From an optimization exercise on the open Yosys and OpenROAD flow, aimed at small area and a short achievable clock period; shortcuts taken in it are not production practice. Function was checked by simulation only, so behaviour that the tests miss may differ from the original. Power is estimated from default activity; no workload was simulated.

==> flow/design.v (outline; a module is shown in full before it is edited, if it fits) <==
// module Decoder: 6 lines
// module DIV_UNIT: 1276 lines
// module MUL_UNIT: 1123 lines
// module LOGIC_UNIT: 8 lines
// module SHIFT_UNIT: 9 lines
// module CMP_UNIT: 10 lines
// module ALU_TOP: 62 lines
module ALU_TOP (
input  wire [15:0] A ,
input  wire [15:0] B ,
input  wire [3:0]  ALU_FUNC ,
input  wire        CLK ,
output reg  [31:0] Arith_OUT ,
output wire        Carry_OUT ,
output reg         Arith_Flag ,
output reg  [15:0] Logic_OUT ,
output reg         Logic_Flag ,
output reg  [15:0] Shift_OUT ,
output reg         Shift_Flag ,
output reg  [2:0]  CMP_OUT ,
output reg         CMP_Flag
);
  // ...
==> flow/flow/run.sh <==
#!/bin/bash
# Layout flow: the standard synthesis, then the combinational logic is
# re-mapped (full-adder polarity chosen to save inverters, other cells
# re-mapped by ABC; flip-flops untouched), proven equivalent to the standard
# netlist, and laid out by the standard flow with small port buffers.
set -euo pipefail
F=$PWD/flow
source $F/params.sh
R=$PWD/orfs/results/sky130hd/ALU_TOP/base
export LIB=$FLOW_HOME/platforms/sky130hd/lib/sky130_fd_sc_hd__tt_025C_1v80.lib
export YOSYS=$(command -v yosys || echo /OpenROAD-flow-scripts/tools/install/yosys/bin/yosys)
export YOSYS_ABC=$(command -v yosys-abc || echo $(dirname $YOSYS)/yosys-abc)

bash standard.sh synth > synth.log 2>&1
cp $R/1_2_yosys.v std_synth.v
python3 $F/fixinv.py std_synth.v fixinv1.v $SOFTEN > fixinv1.log 2>&1
RS_IN=$PWD/fixinv1.v RS_OUT=$PWD/resynth.v RS_LIB=$LIB RS_SCRIPT=$F/$ABC_SCRIPT \
  RS_DONT_USE="$(cat $F/dont_use.txt)" RS_CONSTR=$F/abc.constr \
  $YOSYS -c $F/resynth.tcl > resynth.log 2>&1
python3 $F/fixinv.py resynth.v fixinv2.v > fixinv2.log 2>&1
if bash $F/equiv.sh std_synth.v fixinv2.v $PWD/equiv > equiv.log 2>&1; then
  echo "re-mapped netlist proven equivalent" >> equiv.log
  cp fixinv2.v $R/1_2_yosys.v
  rm -f $R/1_synth.odb $R/1_synth.sdc
else
  echo "equivalence not proven: keeping the standard netlist" >> equiv.log
fi
bash standard.sh "${EXTRA[@]}" finish > layout.log 2>&1
==> flow/flow/abc.constr <==
set_driving_cell sky130_fd_sc_hd__buf_1
set_load 5
==> flow/flow/cutff.py <==
#!/usr/bin/env python3
"""cutff.py IN.v OUT.v: turn every dfxtp flip-flop into a pair of ports
(Q as input ffq_N, D as output ffd_N, N from the sorted instance names)."""
import re, sys
src = open(sys.argv[1]).read()
inst_re = re.compile(r"^\s*(sky130_fd_sc_hd__dfxtp_\w+)\s+(\\\S+\s|\S+)\s*\((.*?)\);", re.S | re.M)
ffs = []
def repl(m):
    pins = dict((p, n.strip()) for p, n in re.findall(r"\.(\w+)\(\s*(.*?)\s*\)\s*(?:,|$)", m.group(3), re.S))
    ffs.append((m.group(2).strip(), pins))
    return ""
body = inst_re.sub(repl, src)
ffs.sort()
esc = lambda s: s + " " if s.startswith("\\") else s
hdr_end = body.index(");") 
ports = ", ".join(f"ffq_{i}, ffd_{i}" for i in range(len(ffs)))
body = body[:hdr_end] + ", " + ports + body[hdr_end:]
decl = "".join(f"  input ffq_{i};\n  output ffd_{i};\n  assign {esc(p['Q'])} = ffq_{i};\n  assign ffd_{i} = {esc(p['D'])};\n" for i, (n, p) in enumerate(ffs))
k = body.rindex("endmodule")
body = body[:k] + decl + body[k:]
open(sys.argv[2], "w").write(body)
sys.stderr.write(f"cutff: {len(ffs)} flip-flops\n")
==> flow/flow/dont_use.txt <==
sky130_fd_sc_hd__probe_p_8 sky130_fd_sc_hd__probec_p_8 sky130_fd_sc_hd__lpflow_bleeder_1 sky130_fd_sc_hd__lpflow_clkbufkapwr_1 sky130_fd_sc_hd__lpflow_clkbufkapwr_16 sky130_fd_sc_hd__lpflow_clkbufkapwr_2 sky130_fd_sc_hd__lpflow_clkbufkapwr_4 sky130_fd_sc_hd__lpflow_clkbufkapwr_8 sky130_fd_sc_hd__lpflow_clkinvkapwr_1 sky130_fd_sc_hd__lpflow_clkinvkapwr_16 sky130_fd_sc_hd__lpflow_clkinvkapwr_2 sky130_fd_sc_hd__lpflow_clkinvkapwr_4 sky130_fd_sc_hd__lpflow_clkinvkapwr_8 sky130_fd_sc_hd__lpflow_decapkapwr_12 sky130_fd_sc_hd__lpflow_decapkapwr_3 sky130_fd_sc_hd__lpflow_decapkapwr_4 sky130_fd_sc_hd__lpflow_decapkapwr_6 sky130_fd_sc_hd__lpflow_decapkapwr_8 sky130_fd_sc_hd__lpflow_inputiso0n_1 sky130_fd_sc_hd__lpflow_inputiso0p_1 sky130_fd_sc_hd__lpflow_inputiso1n_1 sky130_fd_sc_hd__lpflow_inputiso1p_1 sky130_fd_sc_hd__lpflow_inputisolatch_1 sky130_fd_sc_hd__lpflow_isobufsrc_1 sky130_fd_sc_hd__lpflow_isobufsrc_16 sky130_fd_sc_hd__lpflow_isobufsrc_2 sky130_fd_sc_hd__lpflow_isobufsrc_4 sky130_fd_sc_hd__lpflow_isobufsrc_8 sky130_fd_sc_hd__lpflow_isobufsrckapwr_16 sky130_fd_sc_hd__lpflow_lsbuf_lh_hl_isowell_tap_1 sky130_fd_sc_hd__lpflow_lsbuf_lh_hl_isowell_tap_2 sky130_fd_sc_hd__lpflow_lsbuf_lh_hl_isowell_tap_4 sky130_fd_sc_hd__lpflow_lsbuf_lh_isowell_4 sky130_fd_sc_hd__lpflow_lsbuf_lh_isowell_tap_1 sky130_fd_sc_hd__lpflow_lsbuf_lh_isowell_tap_2 sky130_fd_sc_hd__lpflow_lsbuf_lh_isowell_tap_4
==> flow/flow/equiv.sh <==
#!/bin/bash
# equiv.sh GOLD.v GATE.v DIR: prove two sky130 netlists with the same flip-flops equivalent
set -u
T=$3; mkdir -p $T
F=$(dirname "$0")
python3 $F/cutff.py $1 $T/gold.v && python3 $F/cutff.py $2 $T/gate.v || exit 1
cat > $T/eq.ys <<EOT
read_liberty -ignore_miss_func $LIB
read_verilog -noblackbox $T/gold.v
rename ALU_TOP gold
read_verilog -noblackbox $T/gate.v
rename ALU_TOP gate
flatten gold gate
miter -equiv -flatten gold gate miter
hierarchy -top miter
flatten
techmap
aigmap
opt_clean
write_aiger -zinit $T/miter.aig
EOT
$YOSYS $T/eq.ys > $T/eq_yosys.log 2>&1 || exit 1
$YOSYS_ABC -c "read $T/miter.aig; strash; print_stats; iprove" > $T/eq_abc.log 2>&1
grep -q "^UNSATISFIABLE" $T/eq_abc.log
==> flow/flow/fixinv.py <==
#!/usr/bin/env python3
"""Re-choose the polarity of sky130 full adders in a Yosys netlist to need
fewer inverters.

A full adder is self-dual: FA(~a,~b,~c) = (~sum, ~cout).  Each fa cell may be
used in either polarity; a local search picks the polarities that need the
fewest inverters, then every inv_1 (except ones driving ports) is rebuilt:
at most one inverter per signal.  The logic function is unchanged and
flip-flops are not touched.
Usage: fixinv.py IN.v OUT.v
"""
import re, sys, random

OUTPINS = {"X", "Y", "Q", "Q_N", "SUM", "COUT", "HI", "LO"}
INV = "sky130_fd_sc_hd__inv_1"
FA = "sky130_fd_sc_hd__fa_1"

src = open(sys.argv[1]).read()
m = re.search(r"^\s*sky130_fd_sc_hd__\w+\s", src, re.M)
head = src[:m.start()]
body = src[m.start():src.rindex("endmodule")]
if re.search(r"^\s*assign\s", body, re.M):
    sys.exit("fixinv: assign statements in the cell list are not handled")
inst_re = re.compile(r"(sky130_fd_sc_hd__\w+)\s+(\\\S+\s|\S+)\s*\((.*?)\);", re.S)
pin_re = re.compile(r"\.(\w+)\(\s*(.*?)\s*\)\s*(?:,|$)", re.S)
insts = {}
for t, n, pins in inst_re.findall(body):
    insts[n.strip()] = [t, {p: net.strip() for p, net in pin_re.findall(pins)}]
ports = set()
for d, rng, names in re.findall(r"^\s*(input|output|inout)\s+(\[[^\]]+\]\s+)?([^;]+);", head, re.M):
    for nm in names.split(","):
        nm = nm.strip()
        ports.add(nm)
        if rng:
            hi, lo = map(int, re.findall(r"-?\d+", rng))
            for i in range(min(hi, lo), max(hi, lo) + 1):
                ports.add(f"{nm}[{i}]")

drv = {}
for n, (t, pins) in insts.items():
    for p, net in pins.items():
        if p in OUTPINS:
            drv[net] = (n, p)
# inverters that may be rebuilt: inv_1 not driving a port
free_inv = {n for n, (t, pins) in insts.items() if t == INV and pins["Y"] not in ports}
def base_of(net):
    par = 0
    seen = 0
    while net in drv and drv[net][0] in free_inv and seen < 100:
        net = insts[drv[net][0]][1]["A"]
        par ^= 1
        seen += 1
    return net, par
fas = [n for n, (t, _) in insts.items() if t == FA]
fa_idx = {n: i for i, n in enumerate(fas)}
# source variable of each base signal
src_var = {}
for n in fas:
    for p in ("SUM", "COUT"):
        src_var[insts[n][1][p]] = fa_idx[n]
# fas whose outputs reach ports keep their polarity
fixed = set()
# consumers: list of (base, parity, fa index or None, inst, pin)
cons = {}
for n, (t, pins) in insts.items():
    if n in free_inv:
        continue
    for p, net in pins.items():
        if p in OUTPINS:
            continue
        b, par = base_of(net)
        v = fa_idx[n] if t == FA else None
        cons.setdefault(b, []).append((par, v, n, p))
for net in ports:
    if net in drv or net in src_var:
        b, par = base_of(net)
        if b in src_var:
            fixed.add(src_var[b])
x = [0] * len(fas)
def sig_cost(b):
    sp = x[src_var[b]] if b in src_var else 0
    for par, v, _, _ in cons.get(b, ()):
        w = par ^ (x[v] if v is not None else 0)
        if w != sp:
            return 1
    return 0
# signals touched by each fa
touch = [set() for _ in fas]
for b, cl in cons.items():
    for _, v, _, _ in cl:
        if v is not None:
            touch[v].add(b)
for b, v in src_var.items():
    touch[v].add(b)
def total():
    return sum(sig_cost(b) for b in cons)
start = total()
best_x, best = list(x), start
cur = start
rng = random.Random(1)
T = 1.0
for step in range(200000 if fas else 0):
    i = rng.randrange(len(fas))
    if i in fixed:
        continue
    before = sum(sig_cost(b) for b in touch[i])
    x[i] ^= 1
    d = sum(sig_cost(b) for b in touch[i]) - before
    if d <= 0 or rng.random() < pow(2.718, -d / T):
        cur += d
        if cur < best:
            best, best_x = cur, list(x)
    else:
        x[i] ^= 1
    T = max(0.05, T * 0.99997)
x = best_x
sys.stderr.write(f"fixinv: signals needing an inverter {start} -> {total()} "
                 f"({sum(x)} of {len(fas)} full adders flipped; {len(free_inv)} inverters before)\n")
# rebuild
for n in free_inv:
    del insts[n]
cnt = [0]
inv_net = {}
new_wires = []
for b, cl in cons.items():
    sp = x[src_var[b]] if b in src_var else 0
    for par, v, n, p in cl:
        w = par ^ (x[v] if v is not None else 0)
        if w == sp:
            insts[n][1][p] = b
        else:
            if b not in inv_net:
                cnt[0] += 1
                y = f"_fixinv_n{cnt[0]}_"
                new_wires.append(y)
                insts[f"_fixinv_i{cnt[0]}_"] = [INV, {"A": b, "Y": y}]
                inv_net[b] = y
            insts[n][1][p] = inv_net[b]
sys.stderr.write(f"fixinv: inverters now {sum(1 for t, _ in insts.values() if t == INV)}\n")
SOFT = "--soften" in sys.argv
soft_def = ""
if SOFT:
    # full adders whose carry feeds logic other than full adders are handed
    # back to ABC (as plain logic) so it can restructure those paths
    drv2, loads2 = {}, {}
    for n, (t, pins) in insts.items():
        for p, net in pins.items():
            if p in OUTPINS: drv2[net] = n
            else: loads2.setdefault(net, []).append(n)
    def fa_only(net):
        for ln in loads2.get(net, []):
            t = insts[ln][0]
            if t == FA: continue
            if t == INV and all(insts[l2][0] == FA for l2 in loads2.get(insts[ln][1]["Y"], [])): continue
            return False
        return True
    nsoft = 0
    for n, (t, pins) in list(insts.items()):
        if t == FA and ("--soften-all" in sys.argv or not fa_only(pins["COUT"])
                        or ("--soften-sum" in sys.argv and not fa_only(pins["SUM"]))):
            insts[n][0] = "fa_soft"; nsoft += 1
    sys.stderr.write(f"fixinv: {nsoft} full adders handed back as logic\n")
    soft_def = """
module fa_soft (A, B, CIN, SUM, COUT);
  input A, B, CIN;
  output SUM, COUT;
  assign SUM = A ^ B ^ CIN;
  assign COUT = (A & B) | (A & CIN) | (B & CIN);
endmodule
"""
out = [head.rstrip("\n") + "\n"]
for w in new_wires:
    out.append(f"  wire {w};\n")
for n, (t, pins) in insts.items():
    esc = lambda s: s + " " if s.startswith("\\") else s
    pl = ",\n".join(f"    .{p}({esc(net)})" for p, net in pins.items())
    out.append(f"  {t} {esc(n)} (\n{pl}\n  );\n")
out.append("endmodule\n")
out.append(soft_def)
open(sys.argv[2], "w").write("".join(out))
==> flow/flow/params.sh <==
ABC_SCRIPT=resynth.abc
SOFTEN="--soften"
EXTRA=("BUFFER_PORTS_ARGS=-buffer_cell sky130_fd_sc_hd__buf_1")
==> flow/flow/resynth.abc <==
strash
dc2
dch
map -B 0.9
topo
stime -c
upsize -c
dnsize -c
==> flow/flow/resynth.tcl <==
# Re-map the combinational logic of a synthesized sky130 netlist with ABC.
# Full adders, flip-flops and tie cells stay as they are; every other cell is
# dissolved into its logic function and mapped again.
# env: RS_IN, RS_OUT, RS_LIB, RS_SCRIPT, RS_DONT_USE, RS_CONSTR
yosys -import
set lib $::env(RS_LIB)
read_liberty -ignore_miss_func $lib
read_verilog -noblackbox $::env(RS_IN)
hierarchy -top ALU_TOP
set keep {sky130_fd_sc_hd__fa_1 sky130_fd_sc_hd__dfxtp_1 sky130_fd_sc_hd__conb_1}
foreach c $keep { catch { setattr -mod -set keep_hierarchy 1 $c } }
flatten
foreach c $keep { catch { blackbox $c } }
techmap
opt -fast
opt_clean -purge
set dont {}
foreach c $::env(RS_DONT_USE) { lappend dont -dont_use $c }
abc -liberty $lib {*}$dont -script $::env(RS_SCRIPT) -constr $::env(RS_CONSTR)
opt_clean -purge
hilomap -singleton -hicell sky130_fd_sc_hd__conb_1 HI -locell sky130_fd_sc_hd__conb_1 LO
splitnets
opt_clean -purge
insbuf -buf sky130_fd_sc_hd__buf_2 A X
opt_clean -purge
stat -liberty $lib
write_verilog -noattr -noexpr -nohex -nodec -selected $::env(RS_OUT)
==> flow/standard.sh <==
#!/bin/bash
# synth_recipe.tcl (not shown) runs the flow's synth.tcl, then flattens the netlist and writes it again
# the make line also repeats each setting of config.mk as NAME=value (left out here)
make -C /OpenROAD-flow-scripts/flow DESIGN_CONFIG=/design/flow/config.mk WORK_HOME=/design/flow/orfs CLKGATE_MAP_FILE= SYNTH_SCRIPT=/design/flow/synth_recipe.tcl "${@:-finish}"
==> flow/config.mk <==
export PLATFORM = sky130hd
export DESIGN_NAME = ALU_TOP
export DESIGN_NICKNAME = ALU_TOP
export VERILOG_FILES = /design/flow/design.v
export SDC_FILE = /design/flow/constraint.sdc
export NUM_CORES = 4
export LEC_CHECK = 0
export ABC_AREA = 1
export CAP_MARGIN = 20
export CORE_MARGIN = 2
export CORE_UTILIZATION = 40
export SLEW_MARGIN = 20
==> flow/constraint.sdc <==
create_clock -name core_clock -period 105.0 [get_ports {CLK}]
set_input_delay 21.0000 -clock core_clock [delete_from_list [all_inputs] [get_ports {CLK}]]
set_output_delay 21.0000 -clock core_clock [all_outputs]
set_load 0.01 [all_outputs]
==> impl_metrics.py, run 1 <==
metrics = {
    "drt": {
        "met1_length_um": 28960,
        "wl_per_cell_um": 20.16,
        "top_layer_used": "met4",
        "drt_first_iter_violations": 2120,
    },
    "final_layout": {
        "nets": 3098,
        "final-nonclk-buf-share_pct": 4.212,
        "final_cells": 3521,
        "biggestCellCategory": "multi-input gates",
    },
    "die": {
        "coreArea_sq_um": 42980,
        "die-height_um": 212.6,
    },
    "clocking": {
        "ctsResizeCount": 0,
        "post-cts-setup-buffer-count": 0,
        "cts_hold_buf": 0,
        "cts_buffers": 9,
        "cts.clk_slew.worst_paths_ns": 0.06,
    },
    "run": {
        "drv_cap": 0,
    },
    "global_route": {
        "grt_use_met3_pct": 4.653,
        "top_usage_layer": "met2",
        "grt_max_degree": 57,
    },
    "timing": {
        "period_needed_ns": 32.58,
        "tightestPinTransition_ns": 1.022,
        "max_slew_margin_pct": 30.99,
    },
    "run_status": {
        "status": "no timing/DRC/antenna violations",
    },
    "logic_synthesis": {
        "synth_cells": 2761,
    },
    "power_and_ir_drop": {
        "power_leakage_nw": 8.528,
        "power_density_nw_per_um2": 17.30,
        "top_power_group": "combinational logic",
        "p_clk_mw": 0.0359,
        "p_switching_mw": 0.1851,
    },
    "min_path": {
        "hp-start": "ALU_FUNC[3]",
    },
    "setup_path": {
        "cp-end-kind": "flip-flop",
    },
}
==> module ALU_TOP, before the edit <==
module ALU_TOP (
input  wire [15:0] A ,
input  wire [15:0] B ,
input  wire [3:0]  ALU_FUNC ,
input  wire        CLK ,
output reg  [31:0] Arith_OUT ,
output wire        Carry_OUT ,
output reg         Arith_Flag ,
output reg  [15:0] Logic_OUT ,
output reg         Logic_Flag ,
output reg  [15:0] Shift_OUT ,
output reg         Shift_Flag ,
output reg  [2:0]  CMP_OUT ,
output reg         CMP_Flag
);
wire [3:0] en;
Decoder U0 (.IN(ALU_FUNC[3:2]), .OUT(en));
wire        sub = (en[0] & (ALU_FUNC[1:0] == 2'b01)) | en[2];
wire [15:0] y   = B ^ {16{sub}};
wire [16:0] c;
wire [16:0] s;
assign c[0] = sub;
genvar i;
generate
  for (i = 0; i < 16; i = i + 1) begin : add
    assign s[i]   = A[i] ^ y[i] ^ c[i];
    assign c[i+1] = (A[i] & y[i]) | (A[i] & c[i]) | (y[i] & c[i]);
  end
endgenerate
assign s[16] = c[16];
wire        lt  = ~s[16];
wire        eq  = (A == B);
wire [31:0] prod;
wire [15:0] quot;
MUL_UNIT U_MUL (.A(A), .B(B), .P(prod));
DIV_UNIT U_DIV (.A(A), .B(B), .Q(quot));
reg [31:0] arith;
always @(*) begin
  case (ALU_FUNC[1:0])
    2'b00: arith = {15'b0, s};
    2'b01: arith = {{16{lt}}, s[15:0]};
    2'b10: arith = prod;
    default: arith = {16'b0, quot};
  endcase
end
wire [15:0] logic_y, shift_y;
wire [2:0]  cmp_y;
LOGIC_UNIT U_LOGIC (.A(A), .B(B), .F(ALU_FUNC[1:0]), .Y(logic_y));
SHIFT_UNIT U_SHIFT (.A(A), .B(B), .F(ALU_FUNC[1:0]), .Y(shift_y));
CMP_UNIT   U_CMP   (.eq(eq), .lt(lt), .F(ALU_FUNC[1:0]), .Y(cmp_y));
always @(posedge CLK) begin
  Arith_OUT  <= en[0] ? arith : 32'b0;
  Arith_Flag <= en[0];
  Logic_OUT  <= en[1] ? logic_y : 16'b0;
  Logic_Flag <= en[1];
  CMP_OUT    <= en[2] ? cmp_y : 3'b0;
  CMP_Flag   <= en[2];
  Shift_OUT  <= en[3] ? shift_y : 16'b0;
  Shift_Flag <= en[3];
end
assign Carry_OUT = Arith_OUT[16];
endmodule
==> run 2: changes to the inputs <==
--- a/flow/design.v
+++ b/flow/design.v
@@ -2462,5 +2462,5 @@
 assign s[16] = c[16];
 wire        lt  = ~s[16];
-wire        eq  = (A == B);
+wire        eq  = ~|s[15:0];    
 wire [31:0] prod;
 wire [15:0] quot;
--- a/flow/config.mk
+++ b/flow/config.mk
@@ -7,6 +7,6 @@
 export LEC_CHECK = 0
 export ABC_AREA = 1
-export CAP_MARGIN = 20
+export CAP_MARGIN = 5
 export CORE_MARGIN = 2
 export CORE_UTILIZATION = 40
-export SLEW_MARGIN = 20
+export SLEW_MARGIN = 5
==> impl_metrics.py, run 2 <==
metrics = {
    "final_layout": {
        "multi_input_area_sq_um": 13970,
        "area_delta_synth_final_pct": 10.49,
        "largest_reg_flops": 32,
        "seq_area_sq_um": 1401,
        "top_regs": "Arith_OUT: 32 flops, Logic_OUT: 16 flops, Shift_OUT: 16 flops",
        "fillCellCount": 4443,
        "final_common_cell": "nand2_1",
        "nets": 2993,
        "final_cells": 3363,
        "drive_gt1_share_pct": 10.88,
        "utilization_pct": 45.02,
        "final_cell_mix": "nand2_1, clkinv_1, nor2_1",
        "top_register": "Arith_OUT",
        "diodes": 0,
    },
    "placed_design": {
        "routabilityCongestion": 0.9605,
        "io_buffers": 107,
        "hpwlAfterDp_um": 53810,
        "dp_cells": 3347,
    },
    "min_path": {
        "hold_class": "input port to flip-flop",
    },
    "drt": {
        "dr_total_vias": 19570,
        "wl_per_cell_um": 21.37,
        "drcViolationCount": 0,
        "drt_first_iter_violations": 1941,
        "vias_per_cell": 5.819,
        "routed_wl_um": 71880,
        "firstDrtPassIters": 5,
        "ant_nets": 0,
    },
    "clocking": {
        "cts_sinks": 70,
        "htreeDepth": 3,
        "root_buffer": "clkbuf_16",
        "ctsResizeCount": 0,
        "cts_tree": "built",
        "cts_hold_buf": 0,
        "post-cts-setup-buffer-count": 0,
        "cts.clk_slew.worst_paths_ns": 0.07,
        "cts_buffers": 9,
        "cts_buffer_depth": 2,
    },
    "power_and_ir_drop": {
        "power_leakage_nw": 8.081,
        "ir_drop_v": 0.00001679,
        "power_density_nw_per_um2": 18.63,
    },
    "timing": {
        "tightestPinTransition_ns": 1.091,
        "max_slew_margin_pct": 27.26,
        "fmaxAchievable_mhz": 29.63,
        "fin_setup_tns_ns": 0,
        "drv_slew": 0,
        "setup_viol": 0,
        "rsz0062_at_grt": "no",
        "period_needed_ns": 33.75,
        "finalCritPeriodShare_pct": 32.15,
        "hold_viol_final": 0,
    },
    "run_status": {
        "status": "no timing/DRC/antenna violations",
    },
    "die": {
        "std_cell_rows": 74,
        "die_area_sq_um": 43530,
        "die_w_um": 208.6,
        "io_pins": 109,
        "start_util_pct": 40.74,
        "die-height_um": 208.6,
        "coreArea_sq_um": 41110,
    },
    "run": {
        "drv_cap": 0,
    },
    "setup_path": {
        "required_ns": 105.28,
        "cp_data_arrival_time_ns": 34.03,
        "cp-end-kind": "flip-flop",
        "crit_path_max_fanout": 21,
        "startpoint_type": "input port",
        "slowest_delay_ns": 0.44,
        "crit_slowest_cell": "inv_2",
        "crit_path_frequent_cell": "nand2_1",
        "critical_path_class": "input port to flip-flop",
    },
    "logic_synthesis": {
        "synth_area_sq_um": 16750,
        "synth_warnings": 1,
        "synth_nets": 2829,
        "syn_avg_cell_area_sq_um": 6.292,
        "synth_cells": 2662,
    },
    "global_route": {
        "grt_max_degree": 67,
        "grt_pass1_vias": 18554,
        "grt_usage_pct": 32.57,
        "antenna_found_initial": 1,
        "overflow": 0,
        "grt_pass1_wl_um": 109300,
    },
}
==> run 2: where the power goes <==
part           internal (mW)  switching (mW)
sequential            0.0304         0.00130
combinational          0.102           0.176
clock                 0.0211          0.0140
==> run 2: routing by layer <==
metal | vias to the layer above | track usage (%) | routed length, um
li1 | 9134 | - | -
met1 | 9173 | 44.51 | 30670
met2 | 1046 | 49.44 | 30220
met3 | 215 | 6.327 | 7152
met4 | 2 | 15.39 | 3830
met5 | - | 0 | 8
==> run 2: worst paths after layout <==
check	from	endpoint	slack, ns	depth (start not counted)
hold / removal	ALU_FUNC[2]	Shift_OUT[14]$_SDFF_PN0_	20.97	3
setup / recovery	B[13]	Arith_OUT[0]$_SDFF_PN0_	71.25	109
==> run 2: worst max-delay path: cells and delay by family <==
family / cells / cell delay (ns)
AO/OA/AOI/OAI: 7 / 1.10
buffers and inverters: 10 / 1.47
AND/OR/NAND/NOR: 92 / 10.36
==> run 2: stage by stage <==
stage	setup slack [ns]	power [mW]	hold slack (ns)	area (sq um)
final	71.25	0.3447	20.97	18510
after global routing	70.16	0.3840	20.97	18510
after CTS	71.59	0.3437	20.96	18510
after detailed placement	71.23	0.3066	21.31	18180
after global placement	71.11	0.3022	21.32	18180
after floorplan	74.73	0.2396	21.09	16750
==> run 2: cell type report <==
type	count	share of cell area, %
clock buffer	9	1.217
clock inverter	7	0.5544
inverter	350	7.410
multi-input combinational	2240	75.49
sequential	70	7.572
tap	532	3.597
timing repair buffer	155	4.158
==> run 3: changes to the inputs <==
--- a/flow/config.mk
+++ b/flow/config.mk
@@ -7,6 +7,8 @@
 export LEC_CHECK = 0
 export ABC_AREA = 1
-export CAP_MARGIN = 5
+export CAP_MARGIN = 20
 export CORE_MARGIN = 2
 export CORE_UTILIZATION = 40
-export SLEW_MARGIN = 5
+export CTS_CLUSTER_DIAMETER = 300
+export CTS_CLUSTER_SIZE = 40
+export SLEW_MARGIN = 20
==> impl_metrics.py, run 3 <==
metrics = {
    "run_status": {
        "status": "no timing/DRC/antenna violations",
    },
    "die": {
        "die_w_um": 208.6,
        "die_area_sq_um": 43530,
        "coreArea_sq_um": 41110,
        "io_pins": 109,
        "die-height_um": 208.6,
        "start_util_pct": 40.74,
        "std_cell_rows": 74,
    },
    "drt": {
        "vias_per_cell": 5.819,
        "dr_total_vias": 19570,
        "wl_per_cell_um": 21.37,
        "drcViolationCount": 0,
        "firstDrtPassIters": 5,
        "ant_nets": 0,
        "routed_wl_um": 71880,
        "drt_first_iter_violations": 1941,
    },
    "global_route": {
        "grt_usage_pct": 32.57,
        "grt_max_degree": 67,
        "antenna_found_initial": 1,
        "grt_pass1_vias": 18554,
        "grt_pass1_wl_um": 109300,
        "overflow": 0,
    },
    "setup_path": {
        "cp-end-kind": "flip-flop",
        "crit_path_max_fanout": 21,
        "startpoint_type": "input port",
        "required_ns": 105.28,
        "critical_path_class": "input port to flip-flop",
        "crit_slowest_cell": "inv_2",
        "crit_path_frequent_cell": "nand2_1",
        "cp_data_arrival_time_ns": 34.03,
        "slowest_delay_ns": 0.44,
    },
    "power_and_ir_drop": {
        "ir_drop_v": 0.00001679,
        "power_density_nw_per_um2": 18.63,
        "power_leakage_nw": 8.081,
    },
    "clocking": {
        "cts_buffers": 9,
        "cts_tree": "built",
        "ctsResizeCount": 0,
        "root_buffer": "clkbuf_16",
        "cts.clk_slew.worst_paths_ns": 0.07,
        "cts_sinks": 70,
        "post-cts-setup-buffer-count": 0,
        "cts_hold_buf": 0,
        "cts_buffer_depth": 2,
        "htreeDepth": 3,
    },
    "final_layout": {
        "area_delta_synth_final_pct": 10.49,
        "top_register": "Arith_OUT",
        "nets": 2993,
        "drive_gt1_share_pct": 10.88,
        "final_cells": 3363,
        "fillCellCount": 4443,
        "top_regs": "Arith_OUT: 32 flops, Logic_OUT: 16 flops, Shift_OUT: 16 flops",
        "diodes": 0,
        "final_cell_mix": "nand2_1, clkinv_1, nor2_1",
        "largest_reg_flops": 32,
        "final_common_cell": "nand2_1",
    },
    "placed_design": {
        "hpwlAfterDp_um": 53810,
        "routabilityCongestion": 0.9605,
        "dp_cells": 3347,
        "io_buffers": 107,
    },
    "logic_synthesis": {
        "synth_cells": 2662,
        "synth_area_sq_um": 16750,
        "synth_nets": 2829,
        "syn_avg_cell_area_sq_um": 6.292,
        "synth_warnings": 1,
    },
    "timing": {
        "hold_viol_final": 0,
        "period_needed_ns": 33.75,
        "drv_slew": 0,
        "tightestPinTransition_ns": 1.091,
        "rsz0062_at_grt": "no",
        "fin_setup_tns_ns": 0,
        "max_slew_margin_pct": 27.26,
        "fmaxAchievable_mhz": 29.63,
        "setup_viol": 0,
        "finalCritPeriodShare_pct": 32.15,
    },
    "run": {
        "drv_cap": 0,
    },
    "min_path": {
        "hold_class": "input port to flip-flop",
    },
}
## run 3: cell counts in the layout (fill, tap and decap cells not counted)
No cell type changed its count.
## run 3: critical path: cells and delay by family
kind            cells  cell delay [ns]
buf+inv            10             1.47
compound gates      7             1.10
simple gates       92            10.36
## run 3: final cells by class
cell class	count	area (sq um)	share of cell area [%]
clock buffers	9	225.2	1.217
clock inverters	7	102.6	0.5544
inverters	350	1371	7.410
multi-input cells	2240	13970	75.49
flip-flops and latches	70	1401	7.572
well taps	532	665.6	3.597
repair buffers	155	769.5	4.158
## run 3: stage by stage
step	setup slack [ns]	total power, mW	area, sq um	hold WS [ns]	util (%)
6_report	71.25	0.3447	18510	20.97	45.02
5_1_grt	70.16	0.3840	18510	20.97	45.02
4_1_cts	71.59	0.3437	18510	20.96	45.02
3_5_place_dp	71.23	0.3066	18180	21.31	44.22
3_3_place_gp	71.11	0.3022	18180	21.32	44.22
2_1_floorplan	74.73	0.2396	16750	21.09	-
## run 3: final timing paths
kind	startpoint	end	cells after the start
worst max-delay path	B[13]	Arith_OUT[0]$_SDFF_PN0_	109
worst min-delay path	ALU_FUNC[2]	Shift_OUT[14]$_SDFF_PN0_	3
## run 3: where the power goes
group          leakage [nW]  internal, mW  switching, mW  total [mW]
combinational          7.35         0.102          0.176       0.278
clock                 0.157        0.0211         0.0140      0.0351
sequential            0.574        0.0304        0.00130      0.0317
## run 3: metal layers
metal / part of all wire, % / vias up / global-route usage (%)
met5: 0.011 / - / 0
met4: 5.3 / 2 / 15.39
met3: 10 / 215 / 6.327
met2: 42 / 1046 / 49.44
met1: 43 / 9173 / 44.51
li1: - / 9134 / -
==> run 4: changes to the inputs <==
--- a/flow/config.mk
+++ b/flow/config.mk
@@ -10,5 +10,3 @@
 export CORE_MARGIN = 2
 export CORE_UTILIZATION = 40
-export CTS_CLUSTER_DIAMETER = 300
-export CTS_CLUSTER_SIZE = 40
 export SLEW_MARGIN = 20
==> impl_metrics.py, run 4 <==
metrics = {
    "run_status": {
        "status": "no timing/DRC/antenna violations",
    },
    "final_layout": {
        "top_register": "Arith_OUT",
        "top_regs": "Arith_OUT: 32 flops, Logic_OUT: 16 flops, Shift_OUT: 16 flops",
        "drive_gt1_share_pct": 10.88,
        "area_delta_synth_final_pct": 10.49,
        "largest_reg_flops": 32,
        "final_common_cell": "nand2_1",
        "diodes": 0,
        "final_cell_mix": "nand2_1, clkinv_1, nor2_1",
        "fillCellCount": 4443,
        "nets": 2993,
    },
    "drt": {
        "drt_first_iter_violations": 1941,
        "dr_wl_met2_um": 30220,
        "ant_nets": 0,
        "wl_per_cell_um": 21.37,
        "firstDrtPassIters": 5,
        "top_layer_used": "met5",
        "met3WireLength_um": 7152,
        "drcViolationCount": 0,
        "vias_per_cell": 5.819,
        "met1_length_um": 30670,
        "routed_wl_um": 71880,
        "dr_total_vias": 19570,
    },
    "power_and_ir_drop": {
        "power_density_nw_per_um2": 18.63,
        "power_leakage_nw": 8.081,
        "ir_drop_v": 0.00001679,
        "p_total_mw": 0.3447,
    },
    "setup_path": {
        "crit_slowest_cell": "inv_2",
        "crit_family": "simple AND/OR/NAND/NOR gates",
        "crit_path_max_fanout": 21,
        "cp_data_arrival_time_ns": 34.03,
        "startpoint_type": "input port",
        "required_ns": 105.28,
        "crit_buf_inv": 10,
        "cp-end-kind": "flip-flop",
        "crit_path_frequent_cell": "nand2_1",
        "critical_path_class": "input port to flip-flop",
        "slowest_delay_ns": 0.44,
    },
    "clocking": {
        "post-cts-setup-buffer-count": 0,
        "cts.clk_slew.worst_paths_ns": 0.07,
        "cts_hold_buf": 0,
        "cts_buffers": 9,
        "ctsResizeCount": 0,
        "cts_sinks": 70,
        "htreeDepth": 3,
        "cts_tree": "built",
        "cts_buffer_depth": 2,
        "root_buffer": "clkbuf_16",
    },
    "global_route": {
        "grt_max_degree": 67,
        "overflow": 0,
        "antenna_found_initial": 1,
        "grt_pass1_vias": 18554,
        "grt_usage_pct": 32.57,
        "grt_pass1_wl_um": 109300,
    },
    "timing": {
        "max_slew_margin_pct": 27.26,
        "rsz0062_at_grt": "no",
        "fmaxAchievable_mhz": 29.63,
        "tightestPinTransition_ns": 1.091,
        "period_needed_ns": 33.75,
        "finalCritPeriodShare_pct": 32.15,
        "hold_viol_final": 0,
        "setup_viol": 0,
        "drv_slew": 0,
        "layout_setup_ws_ns": 71.25,
        "fin_setup_tns_ns": 0,
    },
    "logic_synthesis": {
        "synth_area_sq_um": 16750,
        "synth_cells": 2662,
        "syn_avg_cell_area_sq_um": 6.292,
        "synth_warnings": 1,
        "synth_nets": 2829,
    },
    "placed_design": {
        "hpwlAfterDp_um": 53810,
        "dp_slack_ns": 71.23,
        "io_buffers": 107,
        "routabilityCongestion": 0.9605,
    },
    "run": {
        "drv_cap": 0,
    },
    "die": {
        "io_pins": 109,
        "die-height_um": 208.6,
        "std_cell_rows": 74,
        "die_area_sq_um": 43530,
        "coreArea_sq_um": 41110,
        "start_util_pct": 40.74,
        "die_w_um": 208.6,
    },
    "min_path": {
        "hold_class": "input port to flip-flop",
    },
}
run 4: report_power, final:
part | switching, mW | total, mW | internal (mW)
sequential | 0.00130 | 0.0317 | 0.0304
combinational | 0.176 | 0.278 | 0.102
clock | 0.0140 | 0.0351 | 0.0211
run 4: path summary, 6_finish.rpt:
| path | slack (ns) | start | end | depth (start not counted) |
|---|---|---|---|---|
| setup / recovery | 71.25 | B[13] | Arith_OUT[0]$_SDFF_PN0_ | 109 |
| hold / removal | 20.97 | ALU_FUNC[2] | Shift_OUT[14]$_SDFF_PN0_ | 3 |
run 4: tightest hold or removal path: stages:
cell and delay (ns):
buf_1 0.12, nand2_1 0.10, nor2_1 0.05
run 4: area by class of cell:
type	instances	area, sq um	share of cell area (%)
repair buffers	155	769.5	4.158
well taps	532	665.6	3.597
multi-input cells	2240	13970	75.49
clock buffers	9	225.2	1.217
clock inverters	7	102.6	0.5544
flip-flops and latches	70	1401	7.572
inverters	350	1371	7.410
run 4: metrics by stage:
| step | utilization [%] | instances | area, sq um | hold WS (ns) |
|---|---|---|---|---|
| 6_report | 45.02 | 3363 | 18510 | 20.97 |
| 5_1_grt | 45.02 | 3363 | 18510 | 20.97 |
| 4_1_cts | 45.02 | 3363 | 18510 | 20.96 |
| 3_5_place_dp | 44.22 | 3347 | 18180 | 21.31 |
| 3_3_place_gp | 44.22 | 3347 | 18180 | 21.32 |
| 2_1_floorplan | - | 2662 | 16750 | 21.09 |
run 4: routing by layer:
| metal | track usage, % | up-vias |
|---|---|---|
| met5 | 0 | - |
| met4 | 15.39 | 2 |
| met3 | 6.327 | 215 |
| met2 | 49.44 | 1046 |
| met1 | 44.51 | 9173 |
| li1 | - | 9134 |
==> run 5: changes to the inputs <==
--- a/flow/config.mk
+++ b/flow/config.mk
@@ -10,3 +10,5 @@
 export CORE_MARGIN = 2
 export CORE_UTILIZATION = 40
+export CTS_CLUSTER_DIAMETER = 500
+export CTS_CLUSTER_SIZE = 100
 export SLEW_MARGIN = 20
==> impl_metrics.py, run 5 <==
metrics = {
    "final_layout": {
        "fin_area_sq_um": 18510,
        "largest_reg_flops": 32,
        "final_common_cell": "nand2_1",
        "area_delta_synth_final_pct": 10.49,
        "top_register": "Arith_OUT",
        "drive_gt1_share_pct": 10.88,
        "nets": 2993,
        "diodes": 0,
        "top_regs": "Arith_OUT: 32 flops, Logic_OUT: 16 flops, Shift_OUT: 16 flops",
        "final_cell_mix": "nand2_1, clkinv_1, nor2_1",
    },
    "global_route": {
        "grt_pass1_wl_um": 109300,
        "grt_max_degree": 67,
        "grt_pass1_vias": 18554,
        "antenna_found_initial": 1,
        "grt_usage_pct": 32.57,
        "overflow": 0,
    },
    "setup_path": {
        "crit_slowest_cell": "inv_2",
        "critical_path_class": "input port to flip-flop",
        "crit_path_frequent_cell": "nand2_1",
        "required_ns": 105.28,
        "cp-end-kind": "flip-flop",
        "startpoint_type": "input port",
        "slowest_delay_ns": 0.44,
        "crit_path_max_fanout": 21,
        "cp_data_arrival_time_ns": 34.03,
    },
    "timing": {
        "max_slew_margin_pct": 27.26,
        "fin_setup_tns_ns": 0,
        "drv_slew": 0,
        "tightestPinTransition_ns": 1.091,
        "period_needed_ns": 33.75,
        "finalCritPeriodShare_pct": 32.15,
        "fmaxAchievable_mhz": 29.63,
        "setup_viol": 0,
        "hold_viol_final": 0,
        "rsz0062_at_grt": "no",
    },
    "min_path": {
        "hold_class": "input port to flip-flop",
        "hp-start": "ALU_FUNC[2]",
        "whs_path_depth": 3,
        "worstHoldEndpoint": "Shift_OUT[14]$_SDFF_PN0_",
    },
    "clocking": {
        "root_buffer": "clkbuf_16",
        "cts_hold_buf": 0,
        "cts_buffer_depth": 2,
        "cts_buffers": 9,
        "post-cts-setup-buffer-count": 0,
        "cts_sinks": 70,
        "ctsResizeCount": 0,
        "htreeDepth": 3,
        "cts_tree": "built",
        "cts.clk_slew.worst_paths_ns": 0.07,
    },
    "placed_design": {
        "hpwlAfterDp_um": 53810,
        "routabilityCongestion": 0.9605,
        "placed_area_sq_um": 18180,
        "io_buffers": 107,
    },
    "die": {
        "io_pins": 109,
        "coreArea_sq_um": 41110,
        "die-height_um": 208.6,
        "std_cell_rows": 74,
        "die_area_sq_um": 43530,
        "die_w_um": 208.6,
        "start_util_pct": 40.74,
    },
    "logic_synthesis": {
        "synth_area_sq_um": 16750,
        "synth_cells": 2662,
        "synth_warnings": 1,
        "syn_avg_cell_area_sq_um": 6.292,
        "synth_nets": 2829,
    },
    "drt": {
        "dr_total_vias": 19570,
        "wl_per_cell_um": 21.37,
        "ant_nets": 0,
        "firstDrtPassIters": 5,
        "routed_wl_um": 71880,
        "drcViolationCount": 0,
        "drt_first_iter_violations": 1941,
        "vias_per_cell": 5.819,
    },
    "power_and_ir_drop": {
        "power_leakage_nw": 8.081,
        "power_density_nw_per_um2": 18.63,
        "ir_drop_v": 0.00001679,
    },
    "run_status": {
        "status": "no timing/DRC/antenna violations",
    },
    "run": {
        "drv_cap": 0,
    },
}
==> run 5: power breakdown <==
part           internal (mW)  leakage, nW  total, mW  switching, mW
sequential            0.0304        0.574     0.0317        0.00130
clock                 0.0211        0.157     0.0351         0.0140
combinational          0.102         7.35      0.278          0.176
total                  0.154         8.08      0.345          0.191
==> run 5: worst max-delay path by stage <==
stage           from                      end  slack, ns  cells past startpoint
2_1_floorplan  B[11]  Arith_OUT[0]$_SDFF_PN0_      74.73                    105
3_3_place_gp   B[13]  Arith_OUT[0]$_SDFF_PN0_      71.11                     99
3_5_place_dp   B[13]  Arith_OUT[0]$_SDFF_PN0_      71.23                    105
4_1_cts        B[13]  Arith_OUT[0]$_SDFF_PN0_      71.59                    105
5_1_grt        B[13]  Arith_OUT[0]$_SDFF_PN0_      70.16                    107
6_report       B[13]  Arith_OUT[0]$_SDFF_PN0_      71.25                    109
==> run 5: metal layers <==
metal	up-vias	global-route usage [%]	wire (um)
met3	215	6.327	7152
met2	1046	49.44	30220
met1	9173	44.51	30670
met4	2	15.39	3830
met5	-	0	8
li1	9134	-	-
==> run 5: cell type report <==
type	count	area, sq um
clock buffer	9	225.2
fill	4443	22600
timing repair buffer	155	769.5
tap	532	665.6
clock inverter	7	102.6
sequential	70	1401
inverter	350	1371
multi-input combinational	2240	13970
==> run 5: worst max-delay path, delay by kind of cell <==
family / cells / cell delay (ns)
compound gates: 7 / 1.10
simple gates: 92 / 10.36
buf+inv: 10 / 1.47
==> run 5: per-stage QoR <==
step	power, mW	cells	util [%]	hold WS, ns	setup WS (ns)
after CTS	0.3437	3363	45.02	20.96	71.59
after global placement	0.3022	3347	44.22	21.32	71.11
after detailed placement	0.3066	3347	44.22	21.31	71.23
final	0.3447	3363	45.02	20.97	71.25
after floorplan	0.2396	2662	-	21.09	74.73
after global routing	0.3840	3363	45.02	20.97	70.16
==> run 6: changes to the inputs <==
==> flow/flow/params.sh (replaced) <==
ABC_SCRIPT=resynth.abc
SOFTEN="--soften"
EXTRA=("BUFFER_PORTS_ARGS=-buffer_cell sky130_fd_sc_hd__buf_1" "SETUP_SLACK_MARGIN=72.5" "TNS_END_PERCENT=10")
--- a/flow/config.mk
+++ b/flow/config.mk
@@ -10,5 +10,3 @@
 export CORE_MARGIN = 2
 export CORE_UTILIZATION = 40
-export CTS_CLUSTER_DIAMETER = 500
-export CTS_CLUSTER_SIZE = 100
 export SLEW_MARGIN = 20
==> impl_metrics.py, run 6 <==
metrics = {
    "run_status": {
        "status": "no timing/DRC/antenna violations",
    },
    "clocking": {
        "htreeDepth": 3,
        "root_buffer": "clkbuf_16",
        "cts_buffer_depth": 2,
        "cts_sinks": 70,
        "cts_hold_buf": 0,
        "cts.clk_slew.worst_paths_ns": 0.07,
        "cts_tree": "built",
        "cts_buffers": 9,
    },
    "drt": {
        "drt_first_iter_violations": 2069,
        "drcViolationCount": 0,
        "routed_wl_um": 74410,
        "ant_nets": 0,
        "wl_per_cell_um": 21.37,
        "firstDrtPassIters": 7,
        "dr_total_vias": 20223,
        "vias_per_cell": 5.808,
    },
    "die": {
        "die-height_um": 208.6,
        "coreArea_sq_um": 41110,
        "die_w_um": 208.6,
        "die_area_sq_um": 43530,
        "io_pins": 109,
        "std_cell_rows": 74,
        "start_util_pct": 40.74,
    },
    "final_layout": {
        "nets": 3112,
        "utilization_pct": 49.88,
        "final_cell_mix": "nand2_1, clkinv_1, xor2_1",
        "diodes": 0,
        "top_register": "Arith_OUT",
        "largest_reg_flops": 32,
        "area_delta_synth_final_pct": 22.41,
        "top_regs": "Arith_OUT: 32 flops, Logic_OUT: 16 flops, Shift_OUT: 16 flops",
        "drive_gt1_share_pct": 20.31,
        "final_cells": 3482,
        "fin_area_sq_um": 20500,
        "fillCellCount": 4332,
        "final_common_cell": "nand2_1",
    },
    "power_and_ir_drop": {
        "power.share.combinational_pct": 81.2,
        "p_switching_mw": 0.1965,
        "power_leakage_nw": 8.897,
        "pwr-share-seq_pct": 8.9,
        "swShare_pct": 55.26,
        "internal-power_mw": 0.1591,
        "power_density_nw_per_um2": 17.34,
        "ir_drop_v": 0.00001674,
        "power_frac_clock_pct": 9.9,
        "p_total_mw": 0.3556,
    },
    "setup_path": {
        "cp-end-kind": "flip-flop",
        "required_ns": 105.28,
        "startpoint_type": "input port",
        "crit_slowest_cell": "fa_1",
        "cp_data_arrival_time_ns": 32.21,
        "critical_path_class": "input port to flip-flop",
        "slowest_delay_ns": 0.83,
        "crit_path_max_fanout": 35,
        "crit_path_frequent_cell": "nand2_1",
    },
    "logic_synthesis": {
        "synth_warnings": 1,
        "synth_area_sq_um": 16750,
        "syn_avg_cell_area_sq_um": 6.292,
        "synth_nets": 2829,
        "synth_cells": 2662,
    },
    "placed_design": {
        "io_buffers": 107,
        "placed_area_sq_um": 18180,
        "routabilityCongestion": 0.9605,
        "dp_cells": 3347,
        "dp_slack_ns": 71.23,
        "hpwlAfterDp_um": 53810,
    },
    "global_route": {
        "grt_max_degree": 67,
        "antenna_found_initial": 1,
        "grt_usage_pct": 32.60,
        "overflow": 0,
        "grt_pass1_vias": 18578,
        "grt_pass1_wl_um": 109500,
    },
    "timing": {
        "period_needed_ns": 31.93,
        "fin_hold_ws_ns": 20.97,
        "finalCritPeriodShare_pct": 30.41,
        "fmaxAchievable_mhz": 31.31,
        "hold_viol_final": 0,
        "drv_slew": 0,
        "max_slew_margin_pct": 23.88,
        "rsz0062_at_grt": "no",
        "tightestPinTransition_ns": 1.142,
        "fin_setup_tns_ns": 0,
        "layout_setup_ws_ns": 73.07,
        "setup_viol": 0,
    },
    "run": {
        "drv_cap": 0,
    },
    "min_path": {
        "hold_class": "input port to flip-flop",
    },
}
run 6: critical path, delay by kind of cell:
kind            cells  cell delay [ns]
compound gates     12             2.06
simple gates       55             6.13
fa+ha+maj           2             1.23
buf+inv            12             1.72
run 6: power groups by stage:
stage               logic (mW)  registers (mW)  clock network [mW]
floorplan                0.206          0.0339                   0
global placement         0.270          0.0322                   0
detailed placement       0.274          0.0322                   0
CTS                      0.277          0.0317              0.0355
global route             0.326          0.0320              0.0367
finish                   0.289          0.0317              0.0352
run 6: cell type report:
type | count | area (sq um) | share of cell area, %
Multi-Input combinational cell | 2242 | 14860 | 72.49
Timing Repair Buffer | 272 | 1769 | 8.629
Inverter | 350 | 1476 | 7.201
Sequential cell | 70 | 1401 | 6.835
Tap cell | 532 | 665.6 | 3.246
Clock buffer | 9 | 225.2 | 1.098
Clock inverter | 7 | 102.6 | 0.5004
run 6: path summary, 6_finish.rpt:
path	from	to	slack, ns	cells past startpoint
max	B[0]	Arith_OUT[0]$_SDFF_PN0_	73.07	81
min	ALU_FUNC[2]	Shift_OUT[14]$_SDFF_PN0_	20.97	3
run 6: per-layer routing:
| metal | global-route usage, % | wire [um] | up-vias |
|---|---|---|---|
| li1 | - | - | 9369 |
| met1 | 44.45 | 30790 | 9491 |
| met2 | 49.61 | 31620 | 1133 |
| met3 | 6.507 | 8042 | 228 |
| met4 | 15.12 | 3952 | 2 |
| met5 | 0 | 9 | - |
run 6: timing repair:
action                                  CTS  global route
pin swaps                                 5           111
endpoints found under the setup margin    2             3
resized for setup                        16           278
setup buffers                             8           106
gates cloned                              0             5
==> run 7: changes to the inputs <==
==> flow/flow/params.sh (replaced) <==
ABC_SCRIPT=resynth.abc
SOFTEN="--soften"
EXTRA=("BUFFER_PORTS_ARGS=-buffer_cell sky130_fd_sc_hd__buf_1" "SETUP_SLACK_MARGIN=74" "TNS_END_PERCENT=10")
==> impl_metrics.py, run 7 <==
metrics = {
    "die": {
        "die_w_um": 208.6,
        "die-height_um": 208.6,
        "std_cell_rows": 74,
        "start_util_pct": 40.74,
        "io_pins": 109,
        "coreArea_sq_um": 41110,
        "die_area_sq_um": 43530,
    },
    "timing": {
        "period_needed_ns": 31.76,
        "fin_hold_ws_ns": 20.97,
        "max_slew_margin_pct": 28.04,
        "finalCritPeriodShare_pct": 30.24,
        "drv_slew": 0,
        "tightestPinTransition_ns": 1.079,
        "hold_viol_final": 0,
        "setup_viol": 0,
        "rsz0062_at_grt": "yes",
        "fmaxAchievable_mhz": 31.49,
        "fin_setup_tns_ns": 0,
    },
    "global_route": {
        "grt_max_degree": 67,
        "grt_usage_pct": 33.48,
        "grt_pass1_vias": 19100,
        "antenna_found_initial": 0,
        "overflow": 0,
        "grt_pass1_wl_um": 112600,
    },
    "drt": {
        "routed_wl_um": 73810,
        "firstDrtPassIters": 5,
        "wl_per_cell_um": 21.41,
        "vias_per_cell": 5.816,
        "ant_nets": 0,
        "drt_first_iter_violations": 2089,
        "drcViolationCount": 0,
        "dr_total_vias": 20055,
    },
    "final_layout": {
        "final_cells": 3448,
        "drive_gt1_share_pct": 17.25,
        "largest_reg_flops": 32,
        "final_common_cell": "nand2_1",
        "nets": 3078,
        "area_delta_synth_final_pct": 18.25,
        "fillCellCount": 4360,
        "top_register": "Arith_OUT",
        "top_regs": "Arith_OUT: 32 flops, Logic_OUT: 16 flops, Shift_OUT: 16 flops",
        "final_cell_mix": "nand2_1, clkinv_1, nor2_1, xor2_1, o22ai_1",
        "diodes": 0,
    },
    "setup_path": {
        "crit_path_max_fanout": 17,
        "cp_data_arrival_time_ns": 32.03,
        "slowest_delay_ns": 0.23,
        "required_ns": 105.28,
        "startpoint_type": "input port",
        "critical_path_class": "input port to flip-flop",
        "crit_slowest_cell": "nor3_4",
        "crit_path_frequent_cell": "nand2_1",
        "cp-end-kind": "flip-flop",
    },
    "min_path": {
        "hp-start": "ALU_FUNC[2]",
        "worstHoldEndpoint": "Shift_OUT[14]$_SDFF_PN0_",
        "whs_path_depth": 3,
        "hold_class": "input port to flip-flop",
    },
    "power_and_ir_drop": {
        "pwr-share-seq_pct": 9.0,
        "p_switching_mw": 0.1947,
        "internal-power_mw": 0.1571,
        "ir_drop_v": 0.00001678,
        "swShare_pct": 55.35,
        "power.share.combinational_pct": 81.0,
        "power_frac_clock_pct": 10.0,
        "power_density_nw_per_um2": 17.76,
        "power_leakage_nw": 8.659,
    },
    "clocking": {
        "cts_tree": "built",
        "root_buffer": "clkbuf_16",
        "cts_buffers": 9,
        "cts.clk_slew.worst_paths_ns": 0.07,
        "htreeDepth": 3,
        "cts_hold_buf": 0,
        "cts_buffer_depth": 2,
        "cts_sinks": 70,
    },
    "logic_synthesis": {
        "synth_nets": 2829,
        "synth_area_sq_um": 16750,
        "synth_cells": 2662,
        "synth_warnings": 1,
        "syn_avg_cell_area_sq_um": 6.292,
    },
    "placed_design": {
        "routabilityCongestion": 0.9605,
        "dp_cells": 3347,
        "hpwlAfterDp_um": 53810,
        "io_buffers": 107,
    },
    "run": {
        "drv_cap": 0,
    },
    "run_status": {
        "status": "no timing/DRC/antenna violations",
    },
}
run 7: cell count changes in the layout (fill, tap and decap cells not counted), moves of 4 or more:
cell and delta:
clkinvlp_4 -8, o21ai_0 +4, nand3_2 +5, o21ai_2 -4
nand2_1 +33, inv_2 -7, nand2_4 -19, clkinv_1 +8
nand3_4 -13, buf_4 -33, clkinv_2 +7, nand3_1 +8
nand2_2 -14
run 7: worst max path at each step:
stage / startpoint / to
global placement: B[13] / Arith_OUT[0]$_SDFF_PN0_
global route: B[11] / Arith_OUT[0]$_SDFF_PN0_
floorplan: B[11] / Arith_OUT[0]$_SDFF_PN0_
finish: B[11] / Arith_OUT[0]$_SDFF_PN0_
CTS: B[15] / Arith_OUT[0]$_SDFF_PN0_
detailed placement: B[13] / Arith_OUT[0]$_SDFF_PN0_
run 7: worst max-delay path, delay by kind of cell:
family                 cells  cell delay [ns]
AND/OR/NAND/NOR           74             6.88
buffers and inverters     23             2.78
AO/OA/AOI/OAI             10             1.31
run 7: what timing repair did:
item / 4_1_cts / 5_1_grt
cloned: 2 / 0
setup buffers: 75 / 8
resized for setup: 136 / 38
endpoints found under the setup margin: 4 / 9
pin swaps: 50 / 25
run 7: layout make-up:
type                            instances  area (sq um)  area share [%]
Clock inverter                          7         102.6          0.5180
Multi-Input combinational cell       2240         14440           72.89
Inverter                              350          1435           7.246
Timing Repair Buffer                  240          1539           7.770
Sequential cell                        70          1401           7.075
Clock buffer                            9         225.2           1.137
Tap cell                              532         665.6           3.361
run 7: routing by layer:
metal,global-route usage (%),routed length [um],share of wire (%)
met1,46.13,31170,42
met2,51.31,31650,43
met3,5.786,7454,10
met4,14.93,3535,4.8
met5,0,0,0
run 7: through the flow:
stage          setup slack [ns]  utilization, %  total power [mW]  instance area [sq um]
2_1_floorplan             74.73               -            0.2396                  16750
3_3_place_gp              71.11           44.22            0.3022                  18180
3_5_place_dp              71.23           44.22            0.3066                  18180
4_1_cts                   73.63           47.71            0.3490                  19610
5_1_grt                   72.38           48.18            0.3904                  19810
6_report                  73.24           48.18            0.3517                  19810
run 7: power groups by stage:
stage / Combinational [mW] / Sequential, mW / Clock, mW
6_report: 0.285 / 0.0317 / 0.0352
5_1_grt: 0.322 / 0.0320 / 0.0367
4_1_cts: 0.282 / 0.0317 / 0.0355
3_5_place_dp: 0.274 / 0.0322 / 0
3_3_place_gp: 0.270 / 0.0322 / 0
2_1_floorplan: 0.206 / 0.0339 / 0

[afterwards: timing with drivers on the ports]
In the flow no input, the clock included, has a driving cell. The finished layouts below were timed again as built, in two steps.
Step 1 sets driving cells, clkbuf_16 on the clock port and buf_2 on the other inputs (assumed; they add their load-dependent delay and slew).
Step 2 also shifts input and output timing later by t, the mid clock arrival at the registers, as if the neighbouring blocks saw the same clock.
Slacks: ideal / step 1 / step 2; pairs: ideal / step 1.
| run | shift t [ns] | slack for setup (ns) | worst hold slack (ns) | worst setup path at the end | latest minus earliest clock arrival (ns) |
|---|---|---|---|---|---|
| run 1 | 0.421 | 72.423 / 72.453 / 72.032 | 21.056 / 21.026 / 21.399 | input to register | 0.024 / 0.024 |
| run 2 | 0.398 | 71.247 / 71.275 / 70.877 | 20.974 / 20.952 / 21.350 | input to register | 0.015 / 0.016 |
| run 3 | 0.398 | 71.247 / 71.275 / 70.877 | 20.974 / 20.952 / 21.350 | input to register | 0.015 / 0.016 |
| run 4 | 0.398 | 71.247 / 71.275 / 70.877 | 20.974 / 20.952 / 21.350 | input to register | 0.015 / 0.016 |
| run 5 | 0.398 | 71.247 / 71.275 / 70.877 | 20.974 / 20.952 / 21.350 | input to register | 0.015 / 0.016 |
| run 6 | 0.400 | 73.066 / 73.093 / 72.693 | 20.969 / 20.947 / 21.347 | input to register | 0.016 / 0.016 |
| run 7 | 0.399 | 73.244 / 73.272 / 72.873 | 20.975 / 20.953 / 21.352 | input to register | 0.015 / 0.015 |
After both steps every run listed still meets setup and hold. The setup slack of run 1, which loses most, moves by +0.030 ns with the drivers and by -0.391 ns with both steps.
